From an optimization exercise on the open Yosys and OpenROAD flow, aimed at small area, a short achievable clock period and few clock cycles; shortcuts taken in it are not production practice. The RTL was checked by simulation tests, not by an equivalence proof against the original design. Power is estimated from default activity; no workload was simulated.

==> flow/design.v <==
`timescale 1ns / 10ps
module MU0 ( Addr, Dout, Halted, Rd, Wr, cc, fetch, regC, Clk, Din,
     Reset, srcC );
output  Halted, Rd, Wr, fetch;
input  Clk, Reset;
output [11:0]  Addr;
output [1:0]  cc;
output [15:0]  Dout;
output [15:0]  regC;
input [15:0]  Din;
input [1:0]  srcC;
reg  [15:0] ir;       
reg  [15:0] acc;      
reg  [11:0] pc;       
reg         dec;      
reg         pend;     
reg         sub;      
reg         lda;      
reg         halt;
reg         z;        
wire n = acc[15];
wire [2:0] op = ir[14:12];
wire mem_op = ~op[2];
wire is_sta = mem_op & ~op[1] & op[0];
wire is_jmp = op[2] & ~(op[1] & op[0]);
wire is_stp = &op;
wire taken = is_jmp & (~(op[1] | op[0]) | (op[0] & ~n) | (op[1] & ~z));
wire halted = halt | (dec & is_stp);
wire fet = ~halt & (~dec | is_jmp);
wire use_s = dec & (mem_op | taken);
assign Addr = use_s ? ir[11:0] : pc;
wire [11:0] ic;
assign ic[0] = Addr[0];
genvar j;
generate for (j = 1; j < 12; j = j + 1) begin : inc
  assign ic[j] = ic[j-1] & Addr[j];
end endgenerate
wire inv_d = dec & mem_op & op[1] & op[0];
always @(posedge Clk)
  ir <= Din ^ {16{inv_d}};
always @(posedge Clk or posedge Reset)
  if (Reset) begin
    pc <= 12'd0;
    dec <= 1'b0;
    pend <= 1'b0;
    sub <= 1'b0;
    lda <= 1'b0;
    halt <= 1'b0;
  end else begin
    if (fet) pc <= Addr ^ {ic[10:0], 1'b1};
    dec <= fet;
    pend <= dec & mem_op & ~is_sta;
    sub <= inv_d;
    lda <= dec & mem_op & ~op[1] & ~op[0];
    halt <= halted;
  end
wire [15:0] x = acc & {16{~lda}};
wire [15:0] y = ir & {16{pend}};
wire [16:0] c;
wire [15:0] g = x & y;
wire [15:0] p = x ^ y;
assign c[0] = sub;
genvar i;
generate for (i = 0; i < 16; i = i + 1) begin : add
  assign c[i+1] = g[i] | (p[i] & c[i]);
end endgenerate
wire [15:0] sum = p ^ c[15:0];
wire zero = ~|sum;
always @(posedge Clk or posedge Reset)
  if (Reset) acc <= 16'd0;
  else       acc <= sum;
always @(posedge Clk or posedge Reset)
  if (Reset) z <= 1'b1;
  else       z <= zero;
assign Dout = acc;
assign Wr = dec & is_sta;
assign Rd = ~Wr;
assign fetch = fet;
assign Halted = halted;
assign cc = {n, z};
MU0_regc rc (.regC(regC), .acc(acc), .pc(pc), .n(n), .z(z), .srcC(srcC));
endmodule
module MU0_regc (regC, acc, pc, n, z, srcC);
output [15:0] regC;
input  [15:0] acc;
input  [11:0] pc;
input         n, z;
input  [1:0]  srcC;
wire [15:0] m = srcC[0] ? {4'd0, pc} : acc;
assign regC = srcC[1] ? {14'd0, n, z} : m;
endmodule
==> flow/flow/run.sh <==
#!/bin/bash
# Layout flow: the standard flow (standard.sh) with
#  - synthesis mapped by flow/abc.script (area-oriented ABC mapping), no
#    full/half-adder cell extraction, and the regC multiplexer (MU0_regc)
#    mapped on its own before the design is flattened,
#  - sky130_fd_sc_hd__buf_1 as the port buffer cell, sized up by repair,
#  - repair_timing aiming at a setup margin of SETUP_MARGIN ns.
# The whole make output goes to flow.log in the work folder; ORFS's own
# per-step logs are under orfs/logs/.
set -euo pipefail
W=$(pwd)
F=$W/flow
export MY_ABC_SCRIPT=$F/abc.script
export MY_ABC_DONTUSE="sky130_fd_sc_hd__maj3_1 sky130_fd_sc_hd__maj3_2 sky130_fd_sc_hd__maj3_4"
bash "$W/standard.sh" \
  SYNTH_SCRIPT="$F/synth.tcl" \
  ADDER_MAP_FILE= \
  SYNTH_KEEP_MODULES=MU0_regc \
  SETUP_SLACK_MARGIN=4.7 \
  "BUFFER_PORTS_ARGS=-buffer_cell sky130_fd_sc_hd__buf_1" \
  finish > "$W/flow.log" 2>&1
==> flow/flow/abc.script <==
strash
&get -n
&dch -f
&nf -D 3000
&put
topo
stime -c
==> flow/flow/synth.tcl <==
proc synth {args} { yosys synth -nofsm -noshare {*}$args }
proc abc {args} {
  set i [lsearch $args -script]
  if {$i >= 0} { set args [lreplace $args $i [expr {$i+1}] -script $::env(MY_ABC_SCRIPT)] }
  if {[info exists ::env(MY_ABC_DONTUSE)]} {
    foreach c $::env(MY_ABC_DONTUSE) { lappend args -dont_use $c }
  }
  yosys abc {*}$args
}
source $::env(SCRIPTS_DIR)/synth.tcl
# left out here: clear keep_hierarchy, flatten, clean up, hide names made inside functions, write 1_2_yosys.v
==> flow/standard.sh <==
#!/bin/bash
# synth_recipe.tcl (not shown) runs the flow's synth.tcl, then flattens the netlist and writes it again
# the make line also repeats each setting of config.mk as NAME=value (left out here)
make -C /OpenROAD-flow-scripts/flow DESIGN_CONFIG=/design/flow/config.mk WORK_HOME=/design/flow/orfs CLKGATE_MAP_FILE= SYNTH_SCRIPT=/design/flow/synth_recipe.tcl "${@:-finish}"
==> flow/config.mk <==
export PLATFORM = sky130hd
export DESIGN_NAME = MU0
export DESIGN_NICKNAME = MU0
export VERILOG_FILES = /design/flow/design.v
export SDC_FILE = /design/flow/constraint.sdc
export NUM_CORES = 8
export LEC_CHECK = 0
export CAP_MARGIN = 20
export CORE_MARGIN = 2
export CORE_UTILIZATION = 40
export SLEW_MARGIN = 20
==> flow/constraint.sdc <==
create_clock -name core_clock -period 9.0 [get_ports {Clk}]
set_input_delay 1.8000 -clock core_clock [delete_from_list [all_inputs] [get_ports {Clk}]]
set_output_delay 1.8000 -clock core_clock [all_outputs]
set_load 0.01 [all_outputs]
==> impl_metrics.toml, run 1 <==
[placed_design]
pre_cts_ws_ns = 4.048
port_buffers = 69
dpl.hpwl_um = 4358
globalplace.congestion = 0.7970

[clocking]
cts_tree = "done"
clock_sinks = 50
clk_pin_slew_ns = 0.09
cts_made_buffers = 5
cts-root-buf = "clkbuf_8"
cts_hold_buffers = 0
clock_path_buffers = 2
insertion_delay_ns = 0.31
htreeDepth = 2

[logic_synthesis]
seq_area_frac_synth_pct = 45.22
syn_nets = 288
syn_area_per_cell_sq_um = 9.673
synth_seq_cells = 50
synthDistinctLibCells = 29
syn-cell-area_sq_um = 2592
syn_inst = 268
yosys_warnings = 1

[floorplanning]
pin_count = 70
core_area_sq_um = 6314
rows = 29
dieArea_sq_um = 7141
dieWidth_um = 84.51
die_y_um = 84.51
start_util_pct = 41.06

[final_layout]
antennaDiodeCount = 0
fillCellCount = 650
area_delta_synth_final_pct = 21.48
seqCellArea_sq_um = 1177
drive_above_1_share_pct = 6.877
nets = 368
final_core_util_pct = 49.88
multi_input_area_sq_um = 1375

[sta]
period_share_pct = 47.44
setup-tns-final_ns = 0
setup_viol_count_final = 0
fin_skew_ns = 0.006677
grt_setup_unrepaired = "true"
final-hold-violation-count = 0
post-route-min-period_ns = 4.270
setup_slack_ns = 4.730
drv_slew = 0
max_slew_margin_pct = 59.35
worst_pin_slew_ns = 0.6080
fmax_mhz = 234.2

[setup_path]
setup.worst_path.start_class = "input pin"
path_class = "in -> out"
crit_required_ns = 7.20
cp.arrival_ns = 2.47
endpoint_kind = "primary output"
path_max_fanout = 13

[power]
p_per_area_nw_per_um2 = 344.5
ir_drop_uv = 139.0
power_leakage_nw = 1.249

[detailed_routing]
drc = 0
vias = 2183
firstDrtPassIters = 4
routed_wl_um = 6134
wl_per_cell_um = 14.40
viasPerCell = 5.124
drt_iter0_drc = 74
postRouteAntennaNets = 0

[run]
drv_cap = 0

[run_status]
outcome = "complete, no violations"

[grt]
grt_max_degree = 35
track_usage_pct = 17.62
grt_overflow = 0
grt_pass1_wl_um = 9901
first_global_vias = 2032
grt_antenna_before_repair = 0

[min_path]
hold_path.class = "reg -> reg"
cells in the mapped netlist:
cell type | n | area share (%)
a21boi_0 | 1 | 0.29
a21o_1 | 1 | 0.29
a21oi_1 | 23 | 4.4
a22o_1 | 7 | 2.4
a22oi_1 | 6 | 1.7
a41o_1 | 1 | 0.39
and2_0 | 5 | 1.2
and3_1 | 2 | 0.48
and4_1 | 6 | 2.0
buf_4 | 3 | 0.87
clkinv_1 | 10 | 1.4
dfrtp_1 | 33 | 32
dfstp_2 | 1 | 1.0
dfxtp_1 | 16 | 12
mux2_1 | 7 | 3.0
mux2i_1 | 17 | 6.6
nand2_1 | 19 | 2.8
nand2b_1 | 1 | 0.24
nand3_1 | 2 | 0.39
nand4_1 | 7 | 1.7
nor2_1 | 33 | 4.8
nor2b_1 | 5 | 1.2
nor3_1 | 3 | 0.58
nor4_1 | 2 | 0.48
o21a_1 | 1 | 0.29
o21ai_0 | 11 | 2.1
or4_1 | 2 | 0.58
xnor2_1 | 28 | 9.5
xor2_1 | 15 | 5.1
flip-flops by register name (all words and copies together), names as in the netlist:
signal / cells
ir: 16
halt: 1
acc: 16
sub: 1
dec: 1
z: 1
pc: 12
pend: 1
lda: 1
placed cells by master (no fill, tap or decap), drive strengths merged, types with 6 or more instances in the layout:
| cell type | n |
|---|---|
| buf | 75 |
| nor2 | 33 |
| dfrtp | 33 |
| xnor2 | 28 |
| a21oi | 23 |
| nand2 | 19 |
| mux2i | 17 |
| dfxtp | 16 |
| xor2 | 15 |
| clkinv | 12 |
| o21ai | 11 |
| mux2 | 7 |
| a22o | 7 |
| nand4 | 7 |
| and4 | 6 |
| a22oi | 6 |
cells by family after synthesis:
logic type      synth area share, %
compound gates                11.92
xor+xnor                      14.53
buf+inv                       2.317
flops                         45.22
mux                           9.604
simple gates                  16.41
cell type report:
type | count | share of cell area [%]
repair buffers | 75 | 10.01
inverters | 10 | 1.351
repair inverters | 1 | 0.1589
multi-input cells | 205 | 43.66
clock inverters | 3 | 2.185
flip-flops and latches | 50 | 37.39
clock buffers | 5 | 2.185
well taps | 77 | 3.059
power breakdown:
group | switching (W) | internal (W)
Sequential | 0.0000810 | 0.000305
Combinational | 0.000298 | 0.000211
Clock | 0.0000784 | 0.000111
Total | 0.000458 | 0.000627
routing by layer:
metal | share of wire [%] | vias to the layer above | track usage [%]
li1 | - | 1102 | -
met1 | 46 | 1018 | 23.06
met3 | 5.1 | 10 | 3.736
met5 | 0 | - | 0
met4 | 2.2 | 0 | 6.782
met2 | 47 | 53 | 28.63
metrics by stage:
| step | power [W] | cell area, sq um | hold WS (ns) | instances |
|---|---|---|---|---|
| 2_1_floorplan | 0.0007391 | 2592 | 0.4600 | 268 |
| 3_3_place_gp | 0.0008857 | 2959 | 0.4994 | 415 |
| 3_5_place_dp | 0.0008935 | 2959 | 0.5039 | 415 |
| 4_1_cts | 0.001090 | 3129 | 0.5258 | 424 |
| 5_1_grt | 0.001174 | 3149 | 0.5409 | 426 |
| 6_report | 0.001085 | 3149 | 0.5213 | 426 |
modules after synthesis, one instance, submodules excluded:
module    flops+latches  cell area (sq um)  cells inside
MU0                  50               2389           237
MU0_regc              0              203.9            31
critical path, stage by stage:
cell and delay, ns:
buf_6 0.18, mux2i_1 0.10, o21ai_0 0.20, buf_1 0.18
repair_timing:
item,in CTS,in global routing
endpoints found under the hold margin,0,0
pin swaps,0,1
gates resized for setup,15,8
setup buffers,1,1
endpoints found under the setup margin,19,9
gates cloned,0,1
worst paths after layout:
path	startpoint	end	slack (ns)	depth (start not counted)
setup / recovery	srcC[0]	regC[1]	4.73	4
min in group asynchronous	Reset	acc[12]	1.55	3
max in group asynchronous	Reset	pend	7.11	3
hold reg to reg	halt	halt	0.52	1
hold / removal	halt	halt	0.52	1
setup reg to reg	lda	z	5.03	16
Testbench counts, summed over its fixed seeds: cycles 48,860.
==> run 2: changes to the inputs <==
--- a/flow/design.v
+++ b/flow/design.v
@@ -46,3 +46,2 @@
     sub <= 1'b0;
-    lda <= 1'b0;
     halt <= 1'b0;
@@ -53,5 +52,7 @@
     sub <= inv_d;
-    lda <= dec & mem_op & ~op[1] & ~op[0];
     halt <= halted;
   end
+always @(posedge Clk or posedge Reset)
+  if (Reset) lda <= 1'b1;
+  else       lda <= dec & mem_op & ~op[1] & ~op[0];
 wire [15:0] x = acc & {16{~lda}};
@@ -68,8 +69,6 @@
 wire zero = ~|sum;
-always @(posedge Clk or posedge Reset)
-  if (Reset) acc <= 16'd0;
-  else       acc <= sum;
-always @(posedge Clk or posedge Reset)
-  if (Reset) z <= 1'b1;
-  else       z <= zero;
+always @(posedge Clk) begin
+  acc <= sum;
+  z <= zero;
+end
 assign Dout = acc;
--- a/flow/flow/run.sh
+++ b/flow/flow/run.sh
@@ -6,3 +6,4 @@
 #  - sky130_fd_sc_hd__buf_1 as the port buffer cell, sized up by repair,
-#  - repair_timing aiming at a setup margin of SETUP_MARGIN ns.
+#  - repair_timing aiming at a setup slack of 4.75 ns (a period of 4.25 ns),
+#  - 60% core utilization.
 # The whole make output goes to flow.log in the work folder; ORFS's own
@@ -18,3 +19,4 @@
   SYNTH_KEEP_MODULES=MU0_regc \
-  SETUP_SLACK_MARGIN=4.7 \
+  CORE_UTILIZATION=60 \
+  SETUP_SLACK_MARGIN=4.75 \
   "BUFFER_PORTS_ARGS=-buffer_cell sky130_fd_sc_hd__buf_1" \
==> run 2 against run 1 <==
Effect of this change:
- still clean
- routed wire length shrank 4.2%
- clock skew grew 0.0055 ns
- maximum frequency rose by 1.3%
- largest cell class unchanged
- highest routed layer unchanged
==> impl_metrics.toml, run 2 <==
[run_status]
outcome = "complete, no violations"

[setup_path]
cp.depth = 4
cpLargestDelayFamily = "buffers and inverters"
rr_worst_depth = 16
endpoint_kind = "primary output"
cpMaxStageDelayCell = "buf_4"
worstPathCellList = "buf_4 -> nor2_4 -> and2_0 -> buf_1"
path_class = "in -> out"
crit_path_max_incr_delay_ns = 0.18
setup.worst_path.start_class = "input pin"
path_max_fanout = 15
crit_required_ns = 7.20
path_buf_inv = 2
cp.arrival_ns = 2.41

[logic_synthesis]
synthTopCellsByCount = "dfxtp_1 (33), nor2_1 (33), xnor2_1 (27)"
yosys_warnings = 1
async_reset_ff_share_pct = 34.00
syn_nets = 288
seq_area_frac_synth_pct = 43.38
synth_top_area_share_pct = 26.36
syn_area_per_cell_sq_um = 9.351
synth_seq_cells = 50
synth_edf_count = 0
syn_inst = 268
synthDistinctLibCells = 29
synth_top_area_cell = "dfxtp_1"
yosys_most_used_dff = "dfxtp_1"
syn-cell-area_sq_um = 2506
synth.area.top_cells = "dfxtp_1 (26%), dfrtp_1 (16%), xnor2_1 (9.4%)"

[sta]
grt_setup_unrepaired = "false"
drv_slew = 0
setup_viol_count_final = 0
post-route-min-period_ns = 4.214
setup-tns-final_ns = 0
max_slew_margin_pct = 54.44
period_share_pct = 46.82
setup_slack_ns = 4.786
fin_skew_ns = 0.01222
fmax_mhz = 237.3
worst_pin_slew_ns = 0.6792
final-hold-violation-count = 0

[min_path]
hold_path.class = "reg -> reg"
min_path_cells = 1

[final_layout]
fillCellCount = 282
post-route-cell-area_sq_um = 3095
final_common_cell = "buf_1"
multi_input_area_sq_um = 1405
final_core_util_pct = 77.39
nets = 370
seqCellArea_sq_um = 1091
final_cell_mix = "buf_1 (65), dfxtp_1 (33), nor2_1 (32), xnor2_1 (27), nand2_1 (19)"
antennaDiodeCount = 0
area_delta_synth_final_pct = 23.51
largestRegisters = "acc: 16 flops, ir: 16 flops, pc: 12 flops"
drive_above_1_share_pct = 9.972

[floorplanning]
dieWidth_um = 68.63
pin_count = 70
die_y_um = 68.63
dieArea_sq_um = 4710
start_util_pct = 62.65
rows = 23
core_area_sq_um = 4000

[placed_design]
dpl.hpwl_um = 3883
dpl-instance-area_sq_um = 2825
globalplace.congestion = 0.8586
pre_cts_ws_ns = 4.148
port_buffers = 69

[clocking]
clk_pin_slew_ns = 0.10
htreeDepth = 2
clock_path_buffers = 2
clock_sinks = 50
cts_made_buffers = 5
cts-root-buf = "clkbuf_8"
cts_tree = "done"
insertion_delay_ns = 0.31

[grt]
first_global_vias = 1933
grt_max_degree = 27
grt_overflow = 0
track_usage_pct = 26.07
grt_antenna_before_repair = 0
grt_pass1_wl_um = 8880

[run]
drv_cap = 0

[detailed_routing]
drc = 0
routed_wl_um = 5874
vias = 2248
wl_per_cell_um = 14.65
drt_iter0_drc = 136
viasPerCell = 5.606
firstDrtPassIters = 5
postRouteAntennaNets = 0

[power]
ir_drop_uv = 174.4
power_leakage_nw = 1.220
p_per_area_nw_per_um2 = 356.5
## run 2: where the power goes
part	switching [W]	total, W	internal, W
combinational	0.000310	0.000525	0.000215
sequential	0.0000767	0.000383	0.000307
clock	0.0000764	0.000195	0.000119
total	0.000463	0.00110	0.000641
## run 2: worst paths after layout
check | to | startpoint | slack [ns]
max in group asynchronous | pend | Reset | 7.16
worst min-delay path | acc[0] | sub | 0.53
min in group asynchronous | pc[2] | Reset | 1.47
worst min register to register | acc[0] | sub | 0.53
worst max register to register | z | lda | 5.05
worst max-delay path | regC[13] | srcC[1] | 4.79
## run 2: cells by family after synthesis
kind of cell / count (synthesis) / synth area share [%]
xor+xnor: 43 / 15.03
flops: 50 / 43.38
mux: 24 / 9.935
simple gates: 87 / 16.92
buf+inv: 13 / 2.397
compound gates: 51 / 12.33
## run 2: metrics by stage
| stage | hold WS, ns | instances | power [W] |
|---|---|---|---|
| after floorplan | 0.4653 | 268 | 0.0007376 |
| after global placement | 0.4869 | 386 | 0.0008706 |
| after detailed placement | 0.4908 | 386 | 0.0008819 |
| after CTS | 0.5101 | 400 | 0.001090 |
| after global routing | 0.5587 | 401 | 0.001188 |
| final | 0.5325 | 401 | 0.001103 |
## run 2: area by class of cell
class                   instances  share of cell area, %
flip-flops and latches         50                  35.25
repair buffers                 78                  11.12
clock inverters                 2                  1.940
clock buffers                   6                  2.668
multi-input cells             205                  45.39
inverters                      10                  1.617
well taps                      50                  2.021
## run 2: timing repair
item	CTS	global route
hold buffers	0	0
pin swaps	6	2
gates resized for setup	18	15
endpoints found under the setup margin	20	7
setup buffers	6	1
## run 2: layer usage
metal	vias to the layer above	track usage [%]	part of all wire (%)
met5	-	0	0
met4	0	9.000	0.95
met3	7	6.169	6.1
met2	80	42.91	49
met1	1064	33.44	44
li1	1097	-	-
## run 2: Yosys stat by module, one instance, submodules excluded
module	flops+latches	area, sq um	copies in the design	cells inside
MU0_regc	0	203.9	1	31
MU0	50	2302	1	237
Testbench counts of run 2, summed over its fixed seeds: cycles 48,860.
==> run 3: changes to the inputs <==
--- a/flow/flow/run.sh
+++ b/flow/flow/run.sh
@@ -7,3 +7,4 @@
 #  - repair_timing aiming at a setup slack of 4.75 ns (a period of 4.25 ns),
-#  - 60% core utilization.
+#  - 60% core utilization,
+#  - clock tree synthesis without dummy load cells.
 # The whole make output goes to flow.log in the work folder; ORFS's own
@@ -20,2 +21,3 @@
   CORE_UTILIZATION=60 \
+  "CTS_ARGS=-sink_clustering_enable -repair_clock_nets -dont_use_dummy_load" \
   SETUP_SLACK_MARGIN=4.75 \
==> run 3 against run 2 <==
Effect of this change:
- still clean
- flip-flop and latch count unchanged
- first-iteration DRC count down 13%
- sequential power about the same
- combinational power down 0.8%
- power down 7.4%
- largest power group unchanged
==> impl_metrics.toml, run 3 <==
[logic_synthesis]
yosys.area_share.simple_pct = 16.92
synth.area.top_cells = "dfxtp_1 (26%), dfrtp_1 (16%), xnor2_1 (9.4%)"
synthAdderAreaFrac_pct = 0
syn_inst = 268
synth_top_area_share_pct = 26.36
syn_area_per_cell_sq_um = 9.351
synthTopCellsByCount = "dfxtp_1 (33), nor2_1 (33), xnor2_1 (27)"
synth_edf_count = 0
synth_mux_area_share_pct = 9.935
synth_top_family_by_area = "simple AND/OR/NAND/NOR gates"
seq_area_frac_synth_pct = 43.38
yosys_most_used_dff = "dfxtp_1"
async_reset_ff_share_pct = 34.00
syn-cell-area_sq_um = 2506
synthDistinctLibCells = 29
synth_top_area_cell = "dfxtp_1"
synth_seq_cells = 50
yosys_warnings = 1
syn_nets = 288
synth_compound_gate_area_share_pct = 12.33
synth_xor_area_share_pct = 15.03

[setup_path]
crit_required_ns = 7.20
path_max_fanout = 15
rr_worst_depth = 16
r2r_setup_slack_ns = 5.08
crit_path_start = "srcC[1]"
cp.arrival_ns = 2.40
reg2reg_to = "z"
path_class = "in -> out"
setup.worst_path.start_class = "input pin"
endpoint_kind = "primary output"
r2r-start = "lda"

[floorplanning]
core_area_sq_um = 4000
dieWidth_um = 68.63
dieArea_sq_um = 4710
die_y_um = 68.63
start_util_pct = 62.65
rows = 23
pin_count = 70

[detailed_routing]
firstDrtPassIters = 4
drt_iter0_drc = 118
wl_per_cell_um = 14.20
routed_wl_um = 5639
postRouteAntennaNets = 0
vias = 2222
drc = 0
viasPerCell = 5.597

[run_status]
outcome = "complete, no violations"

[power]
power_leakage_nw = 1.178
ir_drop_uv = 175.6
p_total_w = 0.001022
p_per_area_nw_per_um2 = 339.4

[sta]
worst_pin_slew_ns = 0.6769
setup_viol_count_final = 0
post-route-min-period_ns = 4.203
period_share_pct = 46.70
grt_setup_unrepaired = "true"
fmax_mhz = 237.9
fin_skew_ns = 0.01667
max_slew_margin_pct = 54.59
setup-tns-final_ns = 0
drv_slew = 0
final-hold-violation-count = 0

[final_layout]
post-route-cell-area_sq_um = 3010
seqCellArea_sq_um = 1091
area_delta_synth_final_pct = 20.12
largestRegisters = "acc: 16 flops, ir: 16 flops, pc: 12 flops"
final_common_cell = "buf_1"
drive_above_1_share_pct = 8.646
fillCellCount = 301
final_cell_mix = "buf_1 (65), dfxtp_1 (33), nor2_1 (32), xnor2_1 (27), nand2_1 (19)"
antennaDiodeCount = 0
nets = 369
multi_input_area_sq_um = 1401

[min_path]
worstHoldStart = "pc[2]"
min_path_cells = 1
min_to = "pc[2]"
hold_path.class = "reg -> reg"

[clocking]
clk_pin_slew_ns = 0.08
clock_path_buffers = 2
insertion_delay_ns = 0.30
htreeDepth = 2
cts_tree = "done"
cts_made_buffers = 5
clock_sinks = 50
cts-root-buf = "clkbuf_8"
cts_hold_buffers = 0

[grt]
grt_pass1_wl_um = 8618
grt_overflow = 0
first_global_vias = 1912
track_usage_pct = 25.17
grt_max_degree = 27
grt_antenna_before_repair = 0

[run]
drv_cap = 0

[placed_design]
dpl-instance-area_sq_um = 2825
port_buffers = 69
dpl.hpwl_um = 3883
globalplace.congestion = 0.8586
run 3: cell count changes in the layout (fill, tap and decap cells not counted):
cell and delta:
buf_4 -1, bufinv_16 -2, clkbuf_8 -1, o21ai_0 +1, o21ai_2 -1
run 3: per-module statistics from Yosys, one instance, submodules excluded:
module | times used | cells | area (sq um)
MU0 | 1 | 237 | 2302
MU0_regc | 1 | 31 | 203.9
run 3: per-stage QoR:
step,instances,setup slack (ns),util (%),hold WS [ns]
floorplan,268,4.766,-,0.4653
global placement,386,4.165,70.63,0.4869
detailed placement,386,4.148,70.63,0.4908
CTS,396,4.710,74.13,0.5201
global route,397,4.711,75.26,0.5584
finish,397,4.797,75.26,0.5313
run 3: worst max-delay path: stages:
cell    delay, ns
buf_4        0.18
nor2_4       0.14
and2_0       0.13
buf_1        0.15
run 3: final cells by class:
| type | count | area share (%) |
|---|---|---|
| Sequential cell | 50 | 36.24 |
| Inverter | 10 | 1.663 |
| Timing Repair Buffer | 77 | 11.18 |
| Multi-Input combinational cell | 205 | 46.55 |
| Clock buffer | 5 | 2.286 |
| Tap cell | 50 | 2.078 |
run 3: per-layer routing:
metal,GRT usage [%],vias up,share of wire (%)
li1,-,1092,-
met1,32.00,1039,44
met2,42.19,84,48
met3,5.682,7,6.3
met4,8.250,0,1.1
met5,0,-,0
run 3: cell families (layout without fill, tap and decap cells):
group	Yosys count	count (layout)
xor+xnor	43	43
compound gates	51	51
mux	24	24
simple gates	87	87
buf+inv	13	92
flops	50	50
run 3: what timing repair did:
item                       in CTS  in global routing
setup endpoints to repair      20                  8
resized for setup              16                 15
pin swaps                       6                  4
setup buffers                   5                  1
run 3: worst max-delay path by stage:
stage	to	slack, ns
2_1_floorplan	z	4.77
3_3_place_gp	regC[13]	4.17
3_5_place_dp	regC[13]	4.15
4_1_cts	z	4.71
5_1_grt	z	4.71
6_report	regC[12]	4.80
run 3: power by group:
| group | switching (W) | internal (W) | total, W | leakage, nW |
|---|---|---|---|---|
| Sequential | 0.0000761 | 0.000307 | 0.000383 | 0.467 |
| Combinational | 0.000307 | 0.000214 | 0.000521 | 0.675 |
| Clock | 0.0000671 | 0.0000503 | 0.000117 | 0.0359 |
==> run 4: changes to the inputs <==
--- a/flow/flow/run.sh
+++ b/flow/flow/run.sh
@@ -6,3 +6,4 @@
 #  - sky130_fd_sc_hd__buf_1 as the port buffer cell, sized up by repair,
-#  - repair_timing aiming at a setup slack of 4.75 ns (a period of 4.25 ns),
+#  - repair_timing aiming at a setup slack of 4.8 ns (a period of 4.2 ns),
+#    by resizing cells only,
 #  - 60% core utilization,
@@ -22,3 +23,4 @@
   "CTS_ARGS=-sink_clustering_enable -repair_clock_nets -dont_use_dummy_load" \
-  SETUP_SLACK_MARGIN=4.75 \
+  SETUP_SLACK_MARGIN=4.8 \
+  SETUP_MOVE_SEQUENCE=sizeup \
   "BUFFER_PORTS_ARGS=-buffer_cell sky130_fd_sc_hd__buf_1" \
==> run 4 against run 3 <==
Effect of this change:
- combinational power shrank 3%
- critical path depth is the same
- clock-buffer cell count is the same
- hold slack lost 0.021 ns
- die area is the same
- largest power group unchanged
- highest routed layer unchanged
==> impl_metrics.toml, run 4 <==
[final_layout]
final_cells = 391
antennaDiodeCount = 0
final_cell_mix = "buf_1 (61), dfxtp_1 (33), nor2_1 (32), xnor2_1 (27), nand2_1 (19)"
area_delta_synth_final_pct = 19.17
final_common_cell = "buf_1"
final_core_util_pct = 74.66
largestRegisters = "acc: 16 flops, ir: 16 flops, pc: 12 flops"
nets = 363
drive_above_1_share_pct = 8.798

[logic_synthesis]
synth_edf_count = 0
syn_area_per_cell_sq_um = 9.351
seq_area_frac_synth_pct = 43.38
synth.area.top_cells = "dfxtp_1 (26%), dfrtp_1 (16%), xnor2_1 (9.4%)"
synthDistinctLibCells = 29
yosys_warnings = 1
synthTopCellsByCount = "dfxtp_1 (33), nor2_1 (33), xnor2_1 (27)"
synth_seq_cells = 50
synth_top_area_share_pct = 26.36
yosys_most_used_dff = "dfxtp_1"
synth_top_area_cell = "dfxtp_1"
async_reset_ff_share_pct = 34.00
syn_nets = 288
syn_inst = 268
syn-cell-area_sq_um = 2506

[sta]
fin_skew_ns = 0.02025
max_slew_margin_pct = 54.38
hold_ws_ns = 0.5101
fmax_mhz = 240.9
setup_viol_count_final = 0
setup-tns-final_ns = 0
post-route-min-period_ns = 4.151
drv_slew = 0
grt_setup_unrepaired = "false"
worst_pin_slew_ns = 0.6800
final-hold-violation-count = 0
period_share_pct = 46.12

[clocking]
cts_hold_buffers = 0
insertion_delay_ns = 0.31
cts_tree = "done"
clock_path_buffers = 2
cts_made_buffers = 5
cts_setup_buffers = 0
cts-root-buf = "clkbuf_8"
clk_pin_slew_ns = 0.10
clock_sinks = 50
htreeDepth = 2

[detailed_routing]
vias = 2134
routed_wl_um = 5471
drt_iter0_drc = 72
drc = 0
wl_per_cell_um = 13.99
postRouteAntennaNets = 0
viasPerCell = 5.458
firstDrtPassIters = 4

[power]
p_comb_share_pct = 50.0
internal-power_w = 0.0005677
switching_share_pct = 43.85
power_leakage_nw = 1.174
power.share.clock_pct = 11.8
p_switching_w = 0.0004433
seqPwrFrac_pct = 38.2
p_per_area_nw_per_um2 = 338.5
ir_drop_uv = 179.9

[floorplanning]
pin_count = 70
start_util_pct = 62.65
core_area_sq_um = 4000
dieArea_sq_um = 4710
rows = 23
die_y_um = 68.63
dieWidth_um = 68.63

[grt]
grt_pass1_wl_um = 8349
track_usage_pct = 24.40
grt_overflow = 0
first_global_vias = 1837
grt_max_degree = 32
grt_antenna_before_repair = 0

[setup_path]
endpoint_kind = "primary output"
crit_path_start = "srcC[1]"
worstPathCellList = "buf_6 -> nor2_4 -> and2_0 -> buf_2"
cpMaxStageDelayCell = "buf_6"
path_buf_inv = 2
path_max_fanout = 15
cpLargestDelayFamily = "simple AND/OR/NAND/NOR gates"
setup.worst_path.start_class = "input pin"
crit_path_max_incr_delay_ns = 0.14
cp.arrival_ns = 2.35
path_class = "in -> out"
crit_required_ns = 7.20
r2r-start = "lda"

[run_status]
outcome = "complete, no violations"

[run]
drv_cap = 0

[placed_design]
port_buffers = 69
dpl.hpwl_um = 3752
dp_cells = 386
globalplace.congestion = 0.7726

[min_path]
worstHoldStart = "sub"
hold_path.class = "reg -> reg"
[run 4: cell type report]
type | instances | area (sq um)
sequential | 50 | 1091
fill | 334 | 1013
timing repair buffer | 71 | 305.3
clock buffer | 5 | 68.82
inverter | 10 | 50.05
multi-input combinational | 205 | 1409
tap | 50 | 62.56
[run 4: timing repair]
| item | CTS | global route |
|---|---|---|
| pin swaps | 0 | 0 |
| endpoints found under the setup margin | 20 | 11 |
| hold endpoints to repair | 0 | 0 |
| resized for setup | 30 | 11 |
[run 4: path summary, 6_finish.rpt]
kind / endpoint / slack (ns) / cells past startpoint
worst max-delay path: regC[12] / 4.85 / 4
worst min-delay path: acc[0] / 0.51 / 1
worst max register to register: z / 5.07 / 16
worst min register to register: acc[0] / 0.51 / 1
max in group asynchronous: pend / 7.17 / 2
min in group asynchronous: halt / 1.46 / 2
[run 4: kinds of logic after synthesis]
family                    share of synthesized area (%)
DFF                                               43.38
xor gates and xnor gates                          15.03
buffers and inverters                             2.397
muxes                                             9.935
and+or+nand+nor                                   16.92
AOI/OAI and AO/OA                                 12.33
[run 4: worst reg2reg max path, cell delays in order, from the launching register on]
cell	delay, ns
dfstp_2	0.64
clkinv_8	0.14
a22o_1	0.26
a21boi_2	0.17
o21ai_1	0.12
a21oi_2	0.20
o21ai_2	0.11
a21oi_2	0.18
o21ai_1	0.14
a21oi_2	0.18
o21ai_1	0.13
a21oi_2	0.17
o21ai_1	0.13
xor2_1	0.18
or4_1	0.52
or4_1	0.44
nor3_1	0.16
[run 4: modules after synthesis (local to each module, per instance)]
module	cells	cell area [sq um]	flops+latches	times used
MU0	237	2302	50	1
MU0_regc	31	203.9	0	1
[run 4: power by group through the flow]
stage / logic [W] / clock network (W) / registers, W
global placement: 0.000479 / 0 / 0.000387
CTS: 0.000502 / 0.000122 / 0.000385
finish: 0.000506 / 0.000119 / 0.000386
detailed placement: 0.000489 / 0 / 0.000388
floorplan: 0.000353 / 0 / 0.000385
global route: 0.000571 / 0.000128 / 0.000399
[run 4: through the flow]
step / power (W) / worst slack, ns / cell area (sq um)
finish: 0.001011 / 4.849 / 2987
floorplan: 0.0007379 / 4.862 / 2509
global route: 0.001098 / 4.777 / 2987
global placement: 0.0008660 / 4.148 / 2826
CTS: 0.001009 / 4.791 / 2963
detailed placement: 0.0008769 / 4.072 / 2826
[run 4: per-layer routing]
layer | GRT usage [%] | vias up | share of wire, %
met4 | 11.50 | 0 | 1.4
met2 | 39.66 | 68 | 47
met1 | 31.49 | 975 | 45
met3 | 4.058 | 7 | 5.7
li1 | - | 1084 | -
met5 | 0 | - | 0
==> run 5: changes to the inputs <==
--- a/flow/design.v
+++ b/flow/design.v
@@ -46,2 +46,3 @@
     sub <= 1'b0;
+    lda <= 1'b0;
     halt <= 1'b0;
@@ -52,7 +53,5 @@
     sub <= inv_d;
+    lda <= dec & mem_op & ~op[1] & ~op[0];
     halt <= halted;
   end
-always @(posedge Clk or posedge Reset)
-  if (Reset) lda <= 1'b1;
-  else       lda <= dec & mem_op & ~op[1] & ~op[0];
 wire [15:0] x = acc & {16{~lda}};
@@ -69,6 +68,8 @@
 wire zero = ~|sum;
-always @(posedge Clk) begin
-  acc <= sum;
-  z <= zero;
-end
+always @(posedge Clk or posedge Reset)
+  if (Reset) acc <= 16'd0;
+  else       acc <= sum;
+always @(posedge Clk or posedge Reset)
+  if (Reset) z <= 1'b1;
+  else       z <= zero;
 assign Dout = acc;
==> run 5 against run 4 <==
Effect of this change:
- first-iteration DRC count increased by 49%
- clock skew decreased by 0.0042 ns
- largest cell class unchanged
- clock power about the same
- final cell count increased by 0.51%
- synthesized cell count unchanged
- die area increased by 3.2%
- hold slack improved by 0.0031 ns
- flip-flop and latch count unchanged
- global-route usage decreased by 0.31 points
- still clean on timing, DRC and antenna
- non-clock buffer count increased by 2
- cell area increased by 2.2%
- via count increased by 2.9%
==> impl_metrics.toml, run 5 <==
[placed_design]
dpl.hpwl_um = 3933
port_buffers = 69
globalplace.congestion = 0.7937

[power]
ir_drop_uv = 199.7
p_total_w = 0.001009
p_per_area_nw_per_um2 = 330.6
power_leakage_nw = 1.234

[logic_synthesis]
syn_inst = 268
synth_top_area_cell = "dfrtp_1"
syn_nets = 288
yosys_warnings = 1
seq_area_frac_synth_pct = 45.22
async_reset_ff_share_pct = 68.00
synth_edf_count = 0
syn_area_per_cell_sq_um = 9.673
yosys_most_used_dff = "dfrtp_1"
synth_top_area_share_pct = 31.85
syn-cell-area_sq_um = 2592
synth.area.top_cells = "dfrtp_1 (32%), dfxtp_1 (12%), xnor2_1 (9.5%)"
synthDistinctLibCells = 29
synthTopCellsByCount = "dfrtp_1 (33), nor2_1 (33), xnor2_1 (28)"
synth_seq_cells = 50

[grt]
first_global_vias = 1999
grt_max_degree = 35
grt_overflow = 0
track_usage_pct = 24.09
grt_antenna_before_repair = 0
grt_pass1_wl_um = 9384

[floorplanning]
pin_count = 70
die_y_um = 69.73
dieWidth_um = 69.73
start_util_pct = 63.44
rows = 23
dieArea_sq_um = 4862
core_area_sq_um = 4086

[sta]
setup-tns-final_ns = 0
fmax_mhz = 241.2
drv_slew = 0
fin_skew_ns = 0.01606
period_share_pct = 46.07
post-route-min-period_ns = 4.147
grt_setup_unrepaired = "false"
worst_pin_slew_ns = 0.5258
max_slew_margin_pct = 64.68
setup_viol_count_final = 0
final-hold-violation-count = 0

[setup_path]
endpoint_kind = "primary output"
crit_path_max_incr_delay_ns = 0.16
path_max_fanout = 13
cpMaxStageDelayCell = "buf_1"
setup.worst_path.start_class = "input pin"
path_buf_inv = 2
cpLargestDelayFamily = "buffers and inverters"
cp.arrival_ns = 2.35
worstPathCellList = "buf_12 -> mux2i_1 -> o21ai_0 -> buf_1"
crit_required_ns = 7.20
r2r-start = "pend"
crit_path_start = "srcC[0]"
path_class = "in -> out"

[final_layout]
final_core_util_pct = 74.71
multi_input_area_sq_um = 1383
drive_above_1_share_pct = 7.289
fillCellCount = 314
largestRegisters = "acc: 16 flops, ir: 16 flops, pc: 12 flops"
nets = 365
final_common_cell = "buf_1"
final_cell_mix = "buf_1 (62), nor2_1 (32), dfrtp_1 (31), xnor2_1 (28), a21oi_1 (20)"
area_delta_synth_final_pct = 17.76
antennaDiodeCount = 0
seqCellArea_sq_um = 1177

[clocking]
insertion_delay_ns = 0.31
cts_setup_buffers = 0
clk_pin_slew_ns = 0.08
htreeDepth = 2
clock_sinks = 50
cts_made_buffers = 5
cts_hold_buffers = 0
clock_path_buffers = 2
cts_tree = "done"
cts-root-buf = "clkbuf_8"

[min_path]
worstHoldStart = "halt"
hold_path.class = "reg -> reg"

[run_status]
outcome = "complete, no violations"

[detailed_routing]
viasPerCell = 5.588
drc = 0
postRouteAntennaNets = 0
firstDrtPassIters = 4
vias = 2196
wl_per_cell_um = 14.42
drt_iter0_drc = 107
routed_wl_um = 5666

[run]
drv_cap = 0
run 5: per-layer routing:
layer,share of wire (%),vias to the layer above,GRT usage [%]
met5,0,-,0
met4,1.7,0,7.265
met3,6.0,12,5.814
met2,46,80,37.50
met1,46,1016,33.62
li1,-,1088,-
run 5: final cells by class:
class                   count  share of cell area, %
inverters                  10                  1.393
multi-input cells         205                  45.29
flip-flops and latches     50                  38.57
clock buffers               5                  2.254
well taps                  50                  2.049
repair buffers             73                  10.45
run 5: logic make-up after synthesis:
kind of cell	count (synthesis)	synth area share, %
and+or+nand+nor	87	16.41
xor gates and xnor gates	43	14.53
muxes	24	9.604
AOI/OAI and AO/OA	51	11.92
buffers and inverters	13	2.317
DFF	50	45.22
run 5: path summary, 6_finish.rpt:
path / end / slack, ns / depth (start not counted)
setup / recovery: regC[1] / 4.85 / 4
hold / removal: halt / 0.51 / 1
setup reg to reg: z / 5.08 / 17
hold reg to reg: halt / 0.51 / 1
max in group asynchronous: pend / 7.10 / 3
min in group asynchronous: pc[7] / 1.54 / 3
run 5: worst reg2reg max path, cell delays in order (launching register included):
cell and delay [ns]:
dfrtp_4 0.62, a22o_1 0.26, a21boi_1 0.25, o21ai_2 0.12, a21oi_2 0.16, o21ai_1 0.14
a21oi_2 0.18, o21ai_1 0.12, a21oi_1 0.21, o21ai_1 0.13, a21oi_1 0.21, o21ai_1 0.13
a21oi_1 0.21, o21ai_1 0.13, a21oi_1 0.20, xor2_1 0.10, or4_1 0.50, nor3_1 0.16
run 5: where the power goes:
part	total [W]	leakage [nW]	internal, W	switching (W)
clock	0.000120	0.0359	0.0000503	0.0000693
sequential	0.000384	0.525	0.000305	0.0000782
combinational	0.000506	0.673	0.000211	0.000295
total	0.00101	1.23	0.000566	0.000443
run 5: modules after synthesis, one instance, submodules excluded:
module,area (sq um),flip-flops and latches
MU0,2389,50
MU0_regc,203.9,0
run 5: timing repair:
action / in CTS / in global routing
pin swaps: 0 / 0
endpoints found under the setup margin: 20 / 12
gates cloned: 0 / 0
resized for setup: 23 / 11
run 5: metrics by stage:
stage	cells	hold slack (ns)	setup WS [ns]	cell area, sq um
after floorplan	268	0.4600	4.810	2594
after detailed placement	388	0.4746	4.097	2927
final	393	0.5132	4.853	3053
after global routing	393	0.5606	4.801	3053
after global placement	388	0.4780	4.152	2927
after CTS	393	0.5116	4.799	3030
Testbench counts of run 5, summed over its fixed seeds: cycles 48,860.

[static timing again, ports no longer ideal]
In the flow no input, the clock included, has a driving cell. The finished layouts below were timed again as built, in two steps.
Step 1: set_driving_cell puts a clkbuf_16 on Clk and a buf_2 on each other input, an assumption about the parent block.
Step 2 moves the port delays by t, midway between the first and last clock arrival at a register: inputs arrive t later, outputs are due t later. That takes back most of the time a late clock gives input paths.
a / b / c = no drivers / after step 1 / after step 2; a / b = the first two.
run | t (ns) | slack for setup (ns) | worst hold slack (ns) | worst setup path after step 2 | slew at the worst register clock pin (ns)
run 1 | 0.339 | 4.730 / 4.680 / 4.680 | 0.521 / 0.521 / 0.521 | input to output | 0.09 / 0.09
run 2 | 0.331 | 4.786 / 4.763 / 4.763 | 0.532 / 0.532 / 0.532 | input to output | 0.10 / 0.10
run 3 | 0.320 | 4.797 / 4.769 / 4.769 | 0.531 / 0.531 / 0.531 | input to output | 0.09 / 0.09
run 4 | 0.333 | 4.849 / 4.794 / 4.794 | 0.510 / 0.510 / 0.510 | input to output | 0.10 / 0.10
run 5 | 0.326 | 4.853 / 4.792 / 4.792 | 0.513 / 0.513 / 0.513 | input to output | 0.10 / 0.10
After both steps setup and hold are still met in every run listed. The setup slack of run 5, which loses most, moves by -0.061 ns with the drivers and by -0.061 ns with both steps.
